This is an optimization exercise on Yosys and OpenROAD, whose aim is small area, not a production implementation.
Where RTL was checked, it was by simulation tests only, not by an equivalence proof against the original.
No activity file was given, so power comes from the tool's default toggle rates.

Setup of wip/cedar:
==> module b_lane, before the edit <==
module b_lane(input clk, input p1, input sgn, input [1:0] q, output dk, output [1:0] q7, output [1:0] q8);
	reg [55:0] L;
	always @(posedge clk) L <= {L[54:0], sgn};
	reg [1:0] Q [0:8];
	integer j;
	always @(posedge clk) if (p1) begin
		Q[0] <= q;
		for (j = 1; j < 9; j = j + 1) Q[j] <= Q[j-1];
	end
	assign dk = L[55];
	assign q7 = Q[7];
	assign q8 = Q[8];
endmodule
==> module b_out, before the edit <==
module b_out(input clk, input p1, input [11:0] Xn, input [11:0] Yn, input selSign, input selXY, output [11:0] Dout);
	reg [11:0] Xo, Yo;
	reg SSo;
	always @(posedge clk) if (p1) begin
		Xo <= Xn;
		Yo <= Yn;
		SSo <= selSign;
	end
	assign Dout = (selXY ? Xo : Yo) ^ {SSo, 11'd0};
endmodule
==> module nco, before the edit <==
module nco(
	input clk,
	input En,
	input [19:0] FCW,
	input selXY,
	input selSign,
	output Vld,
	output [11:0] Dout
);
	wire [2:0] s;
	wire p1 = &s;
	wire [19:0] acc;
	wire sgn, dk;
	wire [1:0] q7, q8;
	wire [11:0] Xn, Yn;
	b_ctrl u_ctrl(.clk(clk), .En(En), .s(s), .Vld(Vld));
	b_acc u_acc(.clk(clk), .En(En), .p1(p1), .FCW(FCW), .acc(acc));
	b_ang u_ang(.clk(clk), .s(s), .A0({acc[18], acc[17:8]}), .sgn(sgn));
	b_lane u_lane(.clk(clk), .p1(p1), .sgn(sgn), .q(acc[19:18]), .dk(dk), .q7(q7), .q8(q8));
	b_xy u_xy(.clk(clk), .s(s), .dk(dk), .q7(q7), .IS(q8[1] ^ q8[0]), .Xn(Xn), .Yn(Yn));
	b_out u_out(.clk(clk), .p1(p1), .Xn(Xn), .Yn(Yn), .selSign(selSign), .selXY(selXY), .Dout(Dout));
endmodule
Settings: LEC_CHECK=0, ABC_AREA=1, CAP_MARGIN=20, CORE_MARGIN=2, CORE_UTILIZATION=65, GPL_TIMING_DRIVEN=0, SLEW_MARGIN=20; clock period 6.0 ns.
standard.sh (not shown) runs the stock make flow with config.mk's settings and CLKGATE_MAP_FILE= SYNTH_SCRIPT=/design/flow/synth_recipe.tcl, a recipe that flattens the netlist after the stock synthesis.
==> flow/flow/run.sh <==
#!/bin/bash
# Standard ORFS layout with smaller port buffers and a clock tree without dummy loads.
set -euo pipefail
bash standard.sh \
  BUFFER_PORTS_ARGS="-buffer_cell sky130_fd_sc_hd__buf_1" \
  CTS_ARGS="-sink_clustering_enable -repair_clock_nets -dont_use_dummy_load -buf_list sky130_fd_sc_hd__clkbuf_8" \
  finish > make.log 2>&1
Setup changes, wip/cedar to wip/sierra
==> flow/design.v, changed modules only <==
module b_lane(input clk, input p1, input sgn, input [1:0] q, output dk, output [1:0] q7, output IS);
	reg [55:0] L;
	always @(posedge clk) L <= {L[54:0], sgn};
	reg [1:0] Q [0:7];
	reg ISr;
	integer j;
	always @(posedge clk) if (p1) begin
		Q[0] <= q;
		for (j = 1; j < 8; j = j + 1) Q[j] <= Q[j-1];
		ISr <= Q[7][1] ^ Q[7][0];
	end
	assign dk = L[55];
	assign q7 = Q[7];
	assign IS = ISr;
endmodule
module b_out(input clk, input p1, input [11:0] Xn, input [11:0] Yn, input selSign, input selXY, output [11:0] Dout);
	reg [11:0] NXo, NYo;
	always @(posedge clk) if (p1) begin
		NXo <= ~(Xn ^ {selSign, 11'd0});
		NYo <= ~(Yn ^ {selSign, 11'd0});
	end
	assign Dout = ~(selXY ? NXo : NYo);
endmodule
module nco(
	input clk,
	input En,
	input [19:0] FCW,
	input selXY,
	input selSign,
	output Vld,
	output [11:0] Dout
);
	wire [2:0] s;
	wire p1 = &s;
	wire [19:0] acc;
	wire sgn, dk;
	wire [1:0] q7;
	wire IS;
	wire [11:0] Xn, Yn;
	b_ctrl u_ctrl(.clk(clk), .En(En), .s(s), .Vld(Vld));
	b_acc u_acc(.clk(clk), .En(En), .p1(p1), .FCW(FCW), .acc(acc));
	b_ang u_ang(.clk(clk), .s(s), .A0({acc[18], acc[17:8]}), .sgn(sgn));
	b_lane u_lane(.clk(clk), .p1(p1), .sgn(sgn), .q(acc[19:18]), .dk(dk), .q7(q7), .IS(IS));
	b_xy u_xy(.clk(clk), .s(s), .dk(dk), .q7(q7), .IS(IS), .Xn(Xn), .Yn(Yn));
	b_out u_out(.clk(clk), .p1(p1), .Xn(Xn), .Yn(Yn), .selSign(selSign), .selXY(selXY), .Dout(Dout));
endmodule
## What came out
- Among wip/cedar and wip/sierra, a clean, completed layout was produced by wip/cedar alone.
- Worst setup slack: lower on wip/sierra
- From wip/cedar to wip/sierra the numbers moved as follows: reported combinational group power decreased about 7%, internal portion of total power down 3.5%.
- Chip width of wip/sierra is on par with wip/cedar.
- Taking wip/cedar as the reference point, the number of non-clock inverters of wip/sierra falls by 16.
- Diff wip/cedar -> wip/sierra: time the final worst path needs with I/O delays and setup climbed 190 ps; overall via count from detail_route dropped about 1.1%; post-synthesis average cell area climbed 0.085 um^2; remaining routing DRC violations barely changed; multi-input logic area climbed 4.7%.
- Looking at data arrival time at the worst-slack endpoint, wip/sierra sits 170 ps higher than wip/cedar does.
- Compared to wip/cedar, wip/sierra has overall routed net length 2.1% higher.
- Lower final period utilization goes to wip/cedar over wip/sierra.
- Of wip/cedar and wip/sierra, wip/sierra shows the lower sequential cell count, with wip/cedar above it.
For wip/cedar, only the layout was checked, not whether the RTL still works.

static timing again, ports no longer ideal:
The flow's constraints put no driver on any port. The routed layouts listed below were extracted and timed again, unchanged, in two steps. Step 1 assumes that a clkbuf_16 drives the clock port and a buf_2 every other input. Step 2 times the ports against the registers' clock, not the clock port: input delays grow and output delays shrink by t, the midpoint of the rising clock arrivals with the driver on. Slacks: no drivers / after step 1 / after step 2; pairs: no drivers / after step 1.
run	t (ns)	setup slack, ns	worst setup path at the end	pins driven straight from the clock port
wip/cedar	0.483	0.158 / 0.158 / 0.158	register to register	1
wip/sierra	0.469	-0.034 / -0.034 / -0.034	register to register	1
